What follows belongs to an exercise in optimizing a design on an open flow for small area and a short achievable clock period; a production flow would make more cautious choices.
In this exercise RTL edits were held to simulation tests only and were not proved equivalent to the original.
Power and IR drop assume default switching activity.

## SCPU
module SCPU(
    input         clk,
    input         rst,
    input  [31:0] inst,
    input  [31:0] data_in,   
    output [31:0] addr_out,  
    output [31:0] data_out,  
    output [31:0] pc_out,    
    output        mem_write,
    output [31:0] out,
    output [6:0]  exmem_opcode,
    input         cache_resp_stall
    );
Settings: LEC_CHECK=0, CAP_MARGIN=20, CORE_MARGIN=2, CORE_UTILIZATION=50, SLEW_MARGIN=20, SYNTH_HIERARCHICAL=1, SYNTH_MINIMUM_KEEP_SIZE=0; clock period 10.0 ns.
standard.sh (not shown) runs the stock make flow with config.mk's settings and CLKGATE_MAP_FILE= SYNTH_SCRIPT=/design/flow/synth_recipe.tcl, a recipe that flattens the netlist after the stock synthesis.
==> flow/flow/run.sh <==
#!/bin/bash
# Standard layout, with a tighter setup target for timing repair and no
# dummy loads in clock tree synthesis. Each tool's output goes to a log here.
set -euo pipefail
export SETUP_SLACK_MARGIN=6.5
export CTS_ARGS="-sink_clustering_enable -repair_clock_nets -dont_use_dummy_load"
bash standard.sh > standard_flow.log 2>&1
Then changed:
--- a/flow/design.v
+++ b/flow/design.v
@@ -301,19 +301,25 @@
     always @(posedge clk) begin
         jf <= m_flagj;
         if (run & e_jt)
             jt <= jsum;
         else if (m_flagj & m_jr)
             jt <= m_addr;
     end
+    wire [31:1] wdec;
+    generate
+        for (gi = 1; gi < 32; gi = gi + 1) begin : g_wdec
+            assign wdec[gi] = run & m_we & (m_rd == gi);
+        end
+    endgenerate
     always @(posedge clk or posedge rst) begin
         if (rst)
             rv <= 31'b0;
-        else if (run & m_we)
-            rv[m_rd] <= 1'b1;
+        else
+            rv <= rv | wdec;
     end
     always @(posedge clk) begin
         if (run & m_we & (m_rd != 5'd20))
             rf[m_rd] <= wb_next;
     end
     always @(posedge clk or posedge rst) begin
         if (rst)
The new run completed with no timing, DRC or antenna violations.
Setup slack gets worse by 0.10 ns.
Via count goes down by 2.4%.
Clock skew goes up by 0.0034 ns.
Cell count goes down by 2.0%.
Wire length goes down by about 1.3%.
Global-route usage goes down by 0.14 points.
Non-clock buffer count goes down by 31.
Cell area goes down by 1.7%.
Power goes down by about 2.4%.
Clock power stays flat.
Die area goes down by about 1.1%.


## fjord
SCPU, a different RTL version from the one above (not shown whole).
Size: about 200 I/O pins, ~71000 µm² of cells after synthesis.
Settings: LEC_CHECK=0, CAP_MARGIN=20, CORE_MARGIN=2, CORE_UTILIZATION=50, SLEW_MARGIN=20, SYNTH_HIERARCHICAL=1, SYNTH_MINIMUM_KEEP_SIZE=0; clock period 10.0 ns.
Scripts as last shown in full above: flow/flow/run.sh
fjord reached the end of the flow, and the finished layout is clean on the timing, design-rule and antenna checks.
Edits applied to the flow inputs when going from fjord to pepper:
--- a/flow/design.v
+++ b/flow/design.v
@@ -195,15 +195,27 @@
                     ({32{e_bI}} & e_imm) | ({32{e_bS}} & e_r2);
     wire [31:0] sum;
     Add32 u_add(.a(A), .b(B ^ {32{e_sub}}), .cin(e_sub), .s(sum));
     wire [32:0] as = {1'b0, sum};
     wire        lt  = (A[31] != B[31]) ? A[31] : as[31];
     wire        eq  = A == B;
+    wire [31:0] Arev, shl, shr;
+    genvar ri;
+    generate
+        for (ri = 0; ri < 32; ri = ri + 1) begin : g_rev
+            assign Arev[ri] = A[31-ri];
+            assign shr[ri]  = shl[31-ri];
+        end
+    endgenerate
+    wire [4:0] shamt;
+    Fwd5 u_shamt(.sR(e_bR), .sW(e_bW), .sI(e_bI), .sS(e_bS),
+                 .r(m_res[4:0]), .w(w_val[4:0]), .i(e_imm[4:0]), .s(e_r2[4:0]), .y(shamt));
+    assign shl = (e_srl ? Arev : A) << shamt;
     wire [31:0] alu_o = ({32{e_slt}} & {31'b0, lt}) |
-                        ({32{e_sll}} & (A << B[4:0])) |
-                        ({32{e_srl}} & (A >> B[4:0])) |
+                        ({32{e_sll}} & shl) |
+                        ({32{e_srl}} & shr) |
                         ({32{e_or}}  & (A | B)) |
                         ({32{e_and}} & (A & B));
     wire [31:0] alu = ({32{e_add}} & as[31:0]) | alu_o;
     wire [31:0] res = ({32{e_addn}} & as[31:0]) | alu_o | ({32{e_lui}} & e_imm);
     wire        flagj = e_ujmp | (e_beq & eq) | (e_bne & ~eq);
     wire [31:0] wb_next = m_link ? pcm4 : (m_ld ? data_in : m_res);
@@ -284,13 +296,13 @@
     wire [31:0] jimm = if_inst[2] ?
         {{12{if_inst[31]}}, if_inst[19:12], if_inst[20], if_inst[30:21], 1'b0} :
         {{20{if_inst[31]}}, if_inst[7], if_inst[30:25], if_inst[11:8], 1'b0};
     wire [31:0] js  = {~(pc[31:2] ^ jimm[31:2]), pc[1:0] ^ jimm[1:0]};
     wire [31:0] jmj = {pc[31:2] | jimm[31:2], pc[1:0] & jimm[1:0]};
     wire [31:0] jsum;
-    Add32 u_jadd(.a(js), .b({jmj[30:0], 1'b0}), .cin(1'b0), .s(jsum));
+    Add32F u_jadd(.a(js), .b({jmj[30:0], 1'b0}), .s(jsum));
     always @(posedge clk) begin
         jf <= m_flagj;
         if (run & (d_b | d_jal))
             jt <= jsum;
         else if (m_flagj & m_jr)
             jt <= m_addr;
@@ -348,21 +360,44 @@
     assign p = a ^ b;
     assign g = a & b;
 endmodule
 module AddTree(input [31:0] p, input [31:0] g, input cin, output [31:0] c);
     wire [31:0] g0 = {g[31:1], g[0] | (p[0] & cin)};
     wire [31:0] g1, p1, g2, p2, g3, p3, g4, p4, g5;
+    PrefixLevel #(.D(1))  l1(.gi(g0), .pi(p),  .go(g1), .po(p1));
+    PrefixLevel #(.D(2))  l2(.gi(g1), .pi(p1), .go(g2), .po(p2));
+    PrefixLevel #(.D(4))  l3(.gi(g2), .pi(p2), .go(g3), .po(p3));
+    PrefixLevel #(.D(8))  l4(.gi(g3), .pi(p3), .go(g4), .po(p4));
+    PrefixLast  #(.D(16)) l5(.gi(g4), .pi(p4), .go(g5));
+    assign c = {g5[30:0], cin};
+endmodule
+module PrefixLevel #(parameter D = 1) (input [31:0] gi, input [31:0] pi,
+                                       output [31:0] go, output [31:0] po);
+    assign go = gi | (pi & {gi[31-D:0], {D{1'b0}}});
+    assign po = pi & {pi[31-D:0], {D{1'b0}}};
+endmodule
+module PrefixLast #(parameter D = 16) (input [31:0] gi, input [31:0] pi, output [31:0] go);
+    assign go = gi | (pi & {gi[31-D:0], {D{1'b0}}});
+endmodule
+module Fwd5(input sR, input sW, input sI, input sS, input [4:0] r, input [4:0] w,
+            input [4:0] i, input [4:0] s, output [4:0] y);
+    assign y = ({5{sR}} & r) | ({5{sW}} & w) | ({5{sI}} & i) | ({5{sS}} & s);
+endmodule
+module Add32F(input [31:0] a, input [31:0] b, output [31:0] s);
+    wire [31:0] p0, g0;
+    AddPG u_pg(.a(a), .b(b), .p(p0), .g(g0));
+    wire [31:0] g1, p1, g2, p2, g3, p3, g4, p4, g5;
     genvar i;
     generate
         for (i = 0; i < 32; i = i + 1) begin : lv
             if (i >= 1) begin : l1
-                assign g1[i] = g0[i] | (p[i] & g0[i-1]);
-                assign p1[i] = p[i] & p[i-1];
+                assign g1[i] = g0[i] | (p0[i] & g0[i-1]);
+                assign p1[i] = p0[i] & p0[i-1];
             end else begin : l1b
                 assign g1[i] = g0[i];
-                assign p1[i] = p[i];
+                assign p1[i] = p0[i];
             end
             if (i >= 2) begin : l2
                 assign g2[i] = g1[i] | (p1[i] & g1[i-2]);
                 assign p2[i] = p1[i] & p1[i-2];
             end else begin : l2b
                 assign g2[i] = g1[i];
@@ -386,8 +421,8 @@
                 assign g5[i] = g4[i] | (p4[i] & g4[i-16]);
             end else begin : l5b
                 assign g5[i] = g4[i];
             end
         end
     endgenerate
-    assign c = {g5[30:0], cin};
+    assign s = p0 ^ {g5[30:0], 1'b0};
 endmodule
==> notes.md <==
- pepper closes out successfully: all stages finished, all timing, DRC and antenna checks passed.
- pepper vs. fjord: die width about even, layout cell share with drive strength beyond 1 picked up an extra 0.19 points, setup slack saw an increase.
- Compared with fjord, pepper instantiates a smaller number of standard cells.
- Diff fjord -> pepper: clock insertion delay at the later pin of the skew report stayed essentially flat; pre-CTS setup slack dropped 0.22 ns.
- Against fjord, pepper comes in 1.6 points lower on final clock period utilization by the worst path.
- In pepper relative to fjord, maximum vdd drop had gone up by more than a quarter.
- [compare] base=fjord new=pepper: wire length on met2 shows an increase of 890 µm; total iterations of the first detailed-routing run up 1; wire length reported by the detailed router barely changed; sum of net half-perimeters after detailed placement went up by 3.7%.

## what the ideal ports hide
In the flow no input, the clock included, has a driving cell. The finished layouts below were timed again as built, in two steps. Step 1 (the two cells are an assumption about what drives the block):
set clk [get_ports {clk}]
set_driving_cell -lib_cell sky130_fd_sc_hd__clkbuf_16 $clk
set_driving_cell -lib_cell sky130_fd_sc_hd__buf_2 [delete_from_list [all_inputs] $clk]
Step 2, shift: input delay + t, output delay - t, t = (earliest + latest rising clock arrival at the registers) / 2. This alone moves slack from input paths to output paths. Slacks: ideal / step 1 / step 2; pairs: ideal / step 1.
run | t (ns) | setup WS [ns] | worst setup path after step 2 | clock arrival spread, ns | worst slew at a driven data input, ns
the first run of note 1 | 0.849 | 6.245 / 6.245 / 5.688 | input to register | 0.112 / 0.113 | 0.07
the second run of note 1 | 0.857 | 6.140 / 6.140 / 5.748 | input to register | 0.107 / 0.107 | 0.10
fjord | 0.845 | 5.891 / 5.891 / 5.648 | input to register | 0.114 / 0.113 | 0.13
pepper | 0.863 | 6.047 / 6.047 / 5.602 | input to register | 0.101 / 0.101 | 0.17
After both steps every run listed still meets setup and hold. The setup slack of the first run of note 1, which loses most, moves by 0.000 ns with the drivers and by -0.557 ns with both steps.
